Background: an optimization exercise with open tools, aiming at small area. Do not read the settings as production practice. In this exercise RTL edits were held to simulation tests only and were not proved equivalent to the original.

<file path="flow/design.v">
module VGA(
	input CLOCK_50,
	input rst,
	input [11:0] TRI_P1X,
	input [11:0] TRI_P1Y,
	input [11:0] TRI_P2X,
	input [11:0] TRI_P2Y,
	input [11:0] TRI_P3X,
	input [11:0] TRI_P3Y,
	output [3:0] VGA_R,
	output [3:0] VGA_G,
	output [3:0] VGA_B,
   	output [3:0] LEDG,
	output VGA_HS,
	output VGA_VS
);
reg [30:0] h_count;
reg [30:0] v_count;
reg [3:0] R;
reg [3:0] G;
reg [3:0] B;
assign LEDG = 4'b1111;
assign VGA_HS = ~(h_count < 190);
assign VGA_VS = ~(v_count < 2);
wire [12:0] x;
wire [12:0] y;
assign x = h_count - 285;
assign y = v_count - 35;
wire q = (x >= 0) & (x < 1300) & (y >= 0) & (y < 505);
reg [11:0] P1X;
reg [11:0] P1Y;
reg [11:0] P2X;
reg [11:0] P2Y;
reg [11:0] P3X;
reg [11:0] P3Y;
wire [11:0] PTX;
wire [11:0] PTY;
assign PTX = x;
assign PTY = y;
wire InTriangle;
PointInTriangle pt( P1X, P1Y, P2X, P2Y, P3X, P3Y, PTX, PTY, InTriangle);
wire visible;
assign visible = (v_count > 35) & (v_count < 515) & (h_count > 285) & (h_count < 1505);
assign VGA_R = visible ? R : 0;
assign VGA_G = visible ? G : 0;
assign VGA_B = visible ? B : 0;
always @(posedge CLOCK_50) begin
	if(rst || (h_count == 1585 && v_count == 525)) begin
		P1X <= TRI_P1X;
		P1Y <= TRI_P1Y;
		P2X <= TRI_P2X;
		P2Y <= TRI_P2Y;
		P3X <= TRI_P3X;
		P3Y <= TRI_P3Y;
	end
end
always @(posedge CLOCK_50) begin
	if(rst) begin
		h_count <= 0;
		v_count <= 0;
	end
	else if(h_count == 1585) begin
    	h_count <= 0;
    	if(v_count == 525) begin
        	v_count <= 0;
    	end
    	else begin
        	v_count <= v_count + 1;
    	end
	end
	else begin
    	h_count <= h_count + 1;
	end
end
always@(*) begin
	if(InTriangle) begin
		R <= 4'hf;
		G <= 4'h0;
		B <= 4'h0;
	end
	else begin
		R <= 4'hf;
		G <= 4'hf;
		B <= 4'hf;
	end
end
endmodule
module sing(
    input [11:0] PTX,
    input [11:0] PTY,
    input [11:0] P1X,
    input [11:0] P1Y,
    input [11:0] P2X,
    input [11:0] P2Y,
    output sin
);
    wire signed [11:0] Sub1;
    wire signed [11:0] Sub2;
    wire signed [11:0] Sub3;
    wire signed [11:0] Sub4;
    wire signed [22:0] Sub5;
    wire signed [22:0] Mult1;
    wire signed [22:0] Mult2;
    assign Sub1 = PTX - P2X;
    assign Sub2 = P1Y - P2Y;
    assign Sub3 = P1X - P2X;
    assign Sub4 = PTY - P2Y;
    assign Mult1 = Sub1 * Sub2;
    assign Mult2 = Sub3 * Sub4;
    assign Sub5 = Mult1 - Mult2;
    assign sin = (Sub5 >= 0) ? 1 : 0;
endmodule
module PointInTriangle(
    input [11:0] P1X,
    input [11:0] P1Y,
    input [11:0] P2X,
    input [11:0] P2Y,
    input [11:0] P3X,
    input [11:0] P3Y,
    input [11:0] PTX,
    input [11:0] PTY,
    output inTriangle
);
    wire sin1;
    wire sin2;
    wire sin3;
    sing S1(PTX, PTY, P1X, P1Y, P2X, P2Y, sin1);
    sing S2(PTX, PTY, P2X, P2Y, P3X, P3Y, sin2);
    sing S3(PTX, PTY, P3X, P3Y, P1X, P1Y, sin3);
    assign inTriangle = (sin1 == sin2 && sin2 == sin3) ? 1 : 0;
endmodule
</file>
<file path="flow/run.sh">
#!/bin/bash
# synth_recipe.tcl (not shown) runs the flow's synth.tcl, then flattens the netlist and writes it again
# the make line also repeats each setting of config.mk as NAME=value (left out here)
make -C /OpenROAD-flow-scripts/flow DESIGN_CONFIG=/design/flow/config.mk WORK_HOME=/design/flow/orfs CLKGATE_MAP_FILE= SYNTH_SCRIPT=/design/flow/synth_recipe.tcl finish
</file>
<file path="flow/config.mk">
export PLATFORM = sky130hd
export DESIGN_NAME = VGA
export DESIGN_NICKNAME = VGA
export VERILOG_FILES = /design/flow/design.v
export SDC_FILE = /design/flow/constraint.sdc
export NUM_CORES = 4
export LEC_CHECK = 0
export CAP_MARGIN = 20
export CORE_MARGIN = 2
export CORE_UTILIZATION = 40
export SLEW_MARGIN = 20
</file>
<file path="flow/constraint.sdc">
create_clock -name core_clock -period 20.0 [get_ports {CLOCK_50}]
set_input_delay 4.0000 -clock core_clock [delete_from_list [all_inputs] [get_ports {CLOCK_50}]]
set_output_delay 4.0000 -clock core_clock [all_outputs]
set_load 0.01 [all_outputs]
</file>
==> flow_summary.json, run 1 <==
{
  "detail-route-antenna-nets": 0,
  "grt_pass1_vias": 32000,
  "ys_warn_count": 1,
  "synth_cell_types": 77,
  "rsz0062_at_grt": "no",
  "synth_edf_count": 72,
  "cts_hold_buffers": 0,
  "cts_inserted_buffers": 17,
  "clkTransAtPathRegs_ns": 0.07,
  "slew_headroom": 0.259,
  "post-place-cells": 5931,
  "clk_latency_ns": 0.47,
  "grtUsageTotal": 0.224,
  "first_pass_iters": 6,
  "use_met1": 0.325,
  "ctsResizeCount": 0,
  "drv_slew": 0,
  "postCtsSetupBuffers": 0,
  "synthArstFlopShare": 0,
  "skew_ns": 0.0178,
  "grt_pass1_wl_microns": 185000,
  "finalSetupTns_ns": 0,
  "gp_congestion": 0.952,
  "met2_usage": 0.358,
  "hold_path_class": "register to register",
  "overflow": 0,
  "post_dp_cell_area_sq_um": 44900,
  "max-clock-path-buffers": 2,
  "final-hold-violation-count": 0,
  "syn_inst": 4509,
  "wl_per_cell_microns": 19.4,
  "worst_pin_slew_ns": 1.10,
  "antenna_found_initial": 3,
  "io_pins": 92,
  "cap_violations": 0,
  "ys_seq_elements": 134,
  "min_period_ns": 15.97,
  "cpPeakStageDelay_ns": 0.72,
  "clockRootBuffer": "clkbuf_16",
  "final_cell_count_no_fill": 5964,
  "viasPerCell": 5.03,
  "path_max_fanout": 11,
  "die_y_microns": 329,
  "syn_area_per_cell_sq_um": 9.37,
  "cpMaxStageDelayCell": "fa_1",
  "top_usage_layer": "met2",
  "fin_nets": 5995,
  "diodes": 0,
  "critical_path.startpoint_type": "register",
  "cts_tree": "yes",
  "grt_max_degree": 60,
  "fmax_mhz": 62.6,
  "cts.sinks": 134,
  "worst_setup_path_end_kind": "primary output",
  "drt-total-wl_microns": 115000,
  "die_area_sq_um": 108000,
  "worstPathArrival_ns": 11.97,
  "met3_usage": 0.0323,
  "setup_viol": 0,
  "drc": 0,
  "layout-drive-gt1-share": 0.0343,
  "vias": 30000,
  "timing.hold.ws_ns": 0.502,
  "required_ns": 16.00,
  "yosys_most_used_dff": "edfxtp_1",
  "synth_top_area_share": 0.441,
  "core_sq_um": 105000,
  "synthTopCellsByCount": "inv_1, fa_1, nand2_1",
  "synth_area_leader_cell": "fa_1",
  "cts.htree.levels": 4,
  "path_class": "register to primary output",
  "synth-seq-area-share": 0.0806,
  "fin_crit_sh": 0.799,
  "fin_area_sq_um": 45500,
  "syn2layout_area_growth_pct": 7.78,
  "fillers": 10300,
  "syn_area_sq_um": 42200,
  "synthMostInstantiatedCell": "inv_1",
  "drt_iter0_drc": 2100,
  "start_util": 0.402,
  "dp_hpwl_microns": 102000,
  "die_x_microns": 329,
  "rows": 119,
  "synth_area_leaders": "fa_1, ha_1, inv_1, edfxtp_1, xnor2_1",
  "status": "finished clean",
  "portBuffers": 87
}
-- area by class of cell --
class / count / area (sq um) / share of cell area
tap: 1391 / 1740 / 0.0382
clock inverter: 14 / 163 / 0.00357
sequential: 134 / 3400 / 0.0748
timing repair buffer: 151 / 1360 / 0.0300
multi-input combinational: 3261 / 34700 / 0.762
inverter: 995 / 3730 / 0.0820
clock buffer: 18 / 429 / 0.00943
-- final timing paths --
path	start	end	slack (ns)	cells after the start
max	h_count[0]$_SDFF_PP0_	VGA_B[2]	4.03	36
min	v_count[27]$_SDFFE_PP0N_	v_count[27]$_SDFFE_PP0N_	0.50	2
max reg2reg	h_count[23]$_SDFF_PP0_	P2Y[5]$_DFFE_PP_	16.08	8
min reg2reg	v_count[27]$_SDFFE_PP0N_	v_count[27]$_SDFFE_PP0N_	0.50	2
-- registers in the layout, summed over array words and instances, names as in the netlist --
signal,count
P3Y,12
h_count,31
P2X,12
P1X,12
v_count,31
P1Y,12
P3X,12
P2Y,12
-- cells in the final DEF, fill, tap and decap left out, types with 15 or more instances in the layout --
| cell | netlist | routed |
|---|---|---|
| xnor2_1 | 199 | 190 |
| nand3_1 | 34 | 34 |
| nor2b_1 | 69 | 69 |
| nor2_1 | 413 | 412 |
| dfxtp_1 | 62 | 62 |
| ha_1 | 431 | 431 |
| fa_1 | 930 | 930 |
| nand2_1 | 456 | 456 |
| o21a_1 | 15 | 15 |
| a21oi_1 | 92 | 91 |
| or3_1 | 19 | 19 |
| nor3_1 | 33 | 33 |
| edfxtp_1 | 72 | 72 |
| xor2_1 | 109 | 105 |
| clkbuf_16 | 0 | 17 |
| nand4_1 | 21 | 21 |
| clkdlybuf4s50_1 | 0 | 87 |
| o21bai_1 | 16 | 16 |
| nand2b_1 | 72 | 72 |
| buf_4 | 15 | 63 |
| and2_1 | 90 | 90 |
| or2_2 | 25 | 25 |
| nor4_1 | 16 | 16 |
| and3_1 | 22 | 22 |
| o21ai_0 | 58 | 58 |
| inv_1 | 992 | 992 |
| a21o_1 | 31 | 31 |
-- worst max-delay path: cells and delay by family (launching register included) --
| family | cells | cell delay, ns |
|---|---|---|
| flip-flops | 1 | 0.63 |
| AO/OA/AOI/OAI | 7 | 1.29 |
| XOR/XNOR | 4 | 1.36 |
| adder cells (fa/ha/maj) | 10 | 5.01 |
| buffers and inverters | 8 | 1.37 |
| AND/OR/NAND/NOR | 7 | 1.85 |
-- logic make-up (layout without fill, tap and decap cells) --
logic type	after synthesis	in the layout	synth area share
mux	10	10	0.00237
simple gates	1298	1298	0.140
fa+ha+maj	1361	1361	0.568
compound gates	274	274	0.0409
other cells	1	4	0.0000888
xor+xnor	314	314	0.0662
flops	134	134	0.0806
buf+inv	1117	1178	0.101
-- metrics by stage --
stage	worst slack (ns)	util
finish	4.03	0.434
CTS	4.01	0.433
floorplan	6.94	-
detailed placement	4.55	0.427
global route	3.46	0.434
global placement	4.56	0.427
-- layer usage --
layer	up-vias	wire length (microns)
li1	13600	-
met1	15400	52900
met2	869	53100
met3	116	6910
met4	4	2500
met5	-	28
==> run 2: changes to the inputs <==
==> flow/design.v (replaced) <==
module VGA(
	input CLOCK_50,
	input rst,
	input [11:0] TRI_P1X,
	input [11:0] TRI_P1Y,
	input [11:0] TRI_P2X,
	input [11:0] TRI_P2Y,
	input [11:0] TRI_P3X,
	input [11:0] TRI_P3Y,
	output [3:0] VGA_R,
	output [3:0] VGA_G,
	output [3:0] VGA_B,
	output [3:0] LEDG,
	output VGA_HS,
	output VGA_VS
);
reg [10:0] hx;
reg [9:0]  vy;
wire h_end = (hx == 11'd1300);
wire v_end = (vy == 10'd490);
wire frame_end = h_end & v_end;
always @(posedge CLOCK_50) begin
	if (rst) begin
		hx <= 11'h6e3;           
		vy <= 10'h3dd;           
	end else if (h_end) begin
		hx <= 11'h6e3;
		vy <= v_end ? 10'h3dd : vy + 10'd1;
	end else
		hx <= hx + 11'd1;
end
assign LEDG = 4'b1111;
assign VGA_HS = ~((hx > 11'd1300) & (hx < 11'd1953));
assign VGA_VS = ~((vy > 10'd490) & (vy < 10'd991));
wire visible = (hx != 11'd0) & (hx < 11'd1220) & (vy != 10'd0) & (vy < 10'd480);
reg [9:0] V0X, V0Y, V1X, V1Y, V2X, V2Y;
wire win  = (hx[10:8] == 3'b111);           
wire [2:0] job  = hx[7:5];
wire [4:0] step = hx[4:0];
wire act  = win & (job != 3'd3) & ~job[2];
wire rot  = act & (step == 5'd31);
always @(posedge CLOCK_50) begin
	if (rst | frame_end) begin
		V0X <= TRI_P1X[9:0]; V0Y <= TRI_P1Y[9:0];
		V1X <= TRI_P2X[9:0]; V1Y <= TRI_P2Y[9:0];
		V2X <= TRI_P3X[9:0]; V2Y <= TRI_P3Y[9:0];
	end else if (rot) begin
		V0X <= V1X; V0Y <= V1Y;
		V1X <= V2X; V1Y <= V2Y;
		V2X <= V0X; V2Y <= V0Y;
	end
end
wire signed [10:0] a  = {1'b0, V0Y} - {1'b0, V1Y};
wire signed [10:0] bp = {1'b0, V1X} - {1'b0, V0X};
wire negA = a[10];
reg [21:0] Z;
reg s;
wire mul = (step < 5'd10);
wire yk  = vy[step[3:0]];
wire bk  = V1Y[step[3:0]];
wire [11:0] opm = (yk == bk) ? 12'd0 : (yk ? {bp[10], bp} : -{bp[10], bp});
wire [11:0] X   = (step == 5'd0) ? 12'd0 : Z[21:10];
wire [11:0] S   = X + opm;
wire first = (step == 5'd10);
wire sg    = first ? Z[21] : s;
wire [9:0]  R    = Z[21:12] ^ {10{first & Z[21]}};
wire [10:0] cand = {R, Z[11] ^ sg};
wire [11:0] diff = {1'b0, cand} + ({a[10], a} ^ {12{~negA}}) + {11'd0, ~negA};
wire q = ~diff[11];
wire [9:0] Rn = q ? diff[9:0] : cand[9:0];
always @(posedge CLOCK_50) begin
	if (mul)
		Z <= {S[11], S, Z[9:1]};
	else
		Z <= {Rn, Z[10:0], q};
	if (first)
		s <= Z[21];
end
wire [11:0] Q = Z[11:0];
wire m = s ^ negA;
wire [13:0] Tsum = {4'd0, V1X} + ({2'd0, Q} ^ {14{~m}}) + 14'd1;
wire [10:0] Tc = Tsum[13] ? 11'd0 : ((Tsum[12:11] != 2'd0) ? 11'd2047 : Tsum[10:0]);
wire wr = win & (step == 5'd22);
reg [10:0] T0, T1, T2;
reg inv0, inv1, inv2;
always @(posedge CLOCK_50) begin
	if (wr & (job == 3'd0)) begin T0 <= Tc; inv0 <= negA; end
	if (wr & (job == 3'd1)) begin T1 <= Tc; inv1 <= negA; end
	if (wr & (job == 3'd2)) begin T2 <= Tc; inv2 <= negA; end
end
wire sin0 = (hx >= T0) ^ inv0;
wire sin1 = (hx >= T1) ^ inv1;
wire sin2 = (hx >= T2) ^ inv2;
wire intri = (sin0 == sin1) & (sin1 == sin2);
assign VGA_R = {4{visible}};
assign VGA_G = {4{visible & ~intri}};
assign VGA_B = {4{visible & ~intri}};
endmodule
==> flow_summary.json, run 2 <==
{
  "synthTopCellsByCount": "edfxtp_1, ha_1, nand2_1",
  "synthArstFlopShare": 0,
  "yosys_most_used_dff": "edfxtp_1",
  "grt_pass1_wl_microns": 34600,
  "fmax_mhz": 130,
  "die_x_microns": 161,
  "die_y_microns": 161,
  "ctsResizeCount": 0,
  "synth_compound_area_frac": 0.127,
  "portBuffers": 75,
  "die_area_sq_um": 25900,
  "syn_area_sq_um": 9860,
  "final-hold-violation-count": 0,
  "final_common_cell": "edfxtp_1",
  "drt_iter0_drc": 280,
  "synth_top_family_by_area": "simple AND/OR/NAND/NOR gates",
  "grtUsageTotal": 0.166,
  "fin_crit_sh": 0.385,
  "worstPathArrival_ns": 3.70,
  "worst_setup_path_end_kind": "primary output",
  "syn_area_per_cell_sq_um": 10.1,
  "hold_path_class": "register to register",
  "ys_warn_count": 1,
  "worstSetupEndpoint": "VGA_B[2]",
  "core_sq_um": 24200,
  "setup_viol": 0,
  "min_period_ns": 7.70,
  "largest_reg_flops": 22,
  "drt-total-wl_microns": 20500,
  "synth_cell_types": 74,
  "cts_tree": "yes",
  "antenna_found_initial": 0,
  "synthMostInstantiatedCell": "edfxtp_1",
  "ys_seq_elements": 140,
  "start_util": 0.407,
  "synth_top_area_share": 0.292,
  "worstSetupStartpoint": "hx[0]$_SDFF_PP1_",
  "cts_inserted_buffers": 17,
  "diodes": 0,
  "overflow": 0,
  "use_met1": 0.220,
  "fin_nets": 1209,
  "yosys.area_share.simple": 0.136,
  "path_max_fanout": 13,
  "max-clock-path-buffers": 2,
  "drv_slew": 0,
  "top_usage_layer": "met2",
  "status": "finished clean",
  "met3_usage": 0.0252,
  "viasPerCell": 5.20,
  "clk_latency_ns": 0.43,
  "synth_edf_count": 96,
  "finalSetupTns_ns": 0,
  "top_register": "Z",
  "syn_inst": 980,
  "grt_max_degree": 69,
  "rrSetupSlack_ns": 14.47,
  "io_pins": 92,
  "cts_hold_buffers": 0,
  "cts.sinks": 140,
  "clockRootBuffer": "clkbuf_16",
  "final_cell_count_no_fill": 1375,
  "synth-seq-area-share": 0.382,
  "gp_congestion": 0.831,
  "synth_xor_area_frac": 0.0800,
  "synth_mux_area_frac": 0.0947,
  "holdPathStages": 2,
  "slew_headroom": 0.426,
  "required_ns": 16.00,
  "postCtsSetupBuffers": 0,
  "vias": 7151,
  "most-common-layout-cells": "edfxtp_1, ha_1, nand2_1",
  "wl_per_cell_microns": 14.9,
  "path_class": "register to primary output",
  "layout-drive-gt1-share": 0.118,
  "synth_area_leaders": "edfxtp_1, ha_1, dfxtp_1, mux2_2, xnor2_1",
  "post-place-cells": 1343,
  "met2_usage": 0.278,
  "cap_violations": 0,
  "synth_area_leader_cell": "edfxtp_1",
  "reg2reg_from": "V1Y[0]$_DFFE_PP_",
  "synthAdderAreaFrac": 0.127,
  "r2r-end": "T0[9]$_DFFE_PP_",
  "critical_path.startpoint_type": "register",
  "clkTransAtPathRegs_ns": 0.06,
  "grt_pass1_vias": 7069,
  "rows": 57,
  "drc": 0,
  "skew_ns": 0.00928,
  "first_pass_iters": 5,
  "dp_hpwl_microns": 15300,
  "detail-route-antenna-nets": 0,
  "syn2layout_area_growth_pct": 16.2,
  "cts.htree.levels": 4,
  "rsz0062_at_grt": "no",
  "rr_worst_depth": 21,
  "worst_pin_slew_ns": 0.858
}
## run 2: area by class of cell
cell class                 count  area, sq um
clock inverter                12          171
tap                          324          405
inverter                      70          263
timing repair buffer          84          818
clock buffer                  20          437
multi-input combinational    725         5600
fill                        2345        12800
sequential                   140         3760
## run 2: per-layer routing
layer	part of all wire	wire (microns)	vias to the layer above
li1	-	-	3632
met4	0.016	333	0
met3	0.029	596	24
met1	0.48	9860	3374
met2	0.47	9680	121
met5	0	0	-
## run 2: worst min path at each step
| stage | start | endpoint | slack (ns) |
|---|---|---|---|
| finish | Z[0]$_DFF_P_ | Z[1]$_DFF_P_ | 0.46 |
| global route | Z[6]$_DFF_P_ | Z[7]$_DFF_P_ | 0.49 |
| floorplan | Z[0]$_DFF_P_ | Z[1]$_DFF_P_ | 0.43 |
| detailed placement | Z[0]$_DFF_P_ | Z[1]$_DFF_P_ | 0.45 |
| global placement | Z[0]$_DFF_P_ | Z[1]$_DFF_P_ | 0.45 |
| CTS | Z[0]$_DFF_P_ | Z[1]$_DFF_P_ | 0.46 |
## run 2: per-stage QoR
stage          cell area [sq um]   util  setup slack [ns]  hold WS [ns]
2_1_floorplan               9870      -             13.23         0.435
3_3_place_gp               10800  0.447             12.77         0.447
3_5_place_dp               10800  0.447             12.73         0.450
4_1_cts                    11500  0.472             12.26         0.464
5_1_grt                    11500  0.473             12.03         0.490
6_report                   11500  0.473             12.30         0.461
## run 2: worst max-delay path, cell delays in order (launching register included)
cell and delay (ns):
dfxtp_1 0.30, buf_4 0.24, inv_1 0.17, ha_1 0.31, nand2b_1 0.14, a21o_1 0.18
a21o_1 0.18, a211oi_1 0.28, o21ai_0 0.16, a31oi_1 0.22, xor2_1 0.19, o311a_1 0.30
clkdlybuf4s50_1 0.58
## run 2: cell families after synthesis
group / count (synthesis)
buffers and inverters: 118
other: 1
XOR/XNOR: 90
adder cells (fa/ha/maj): 97
multiplexers: 80
AND/OR/NAND/NOR: 267
flip-flops: 140
AO/OA/AOI/OAI: 187

[re-timing with driven ports]
How much do the figures lean on ideal ports? The routed layouts below were timed once more, with nothing changed but the port constraints.
Step 1 sets driving cells, clkbuf_16 on the clock port and buf_2 on the other inputs (assumed; they add their load-dependent delay and slew).
Step 2 moves the port delays by t, midway between the first and last clock arrival at a register: inputs arrive t later, outputs are due t later. That takes back most of the time a late clock gives input paths.
Three values: ideal ports, drivers, drivers and shift; two values: the first two.
run | shift t [ns] | slack for setup (ns) | worst register clock-pin slew, ns | worst slew at a driven data input, ns | pins driven straight from the clock port
run 1 | 0.521 | 4.026 / 3.969 / 4.490 | 0.08 / 0.08 | 0.06 | 1
run 2 | 0.467 | 12.305 / 12.261 / 12.728 | 0.06 / 0.06 | 0.04 | 1
After both steps every run listed still meets setup and hold.
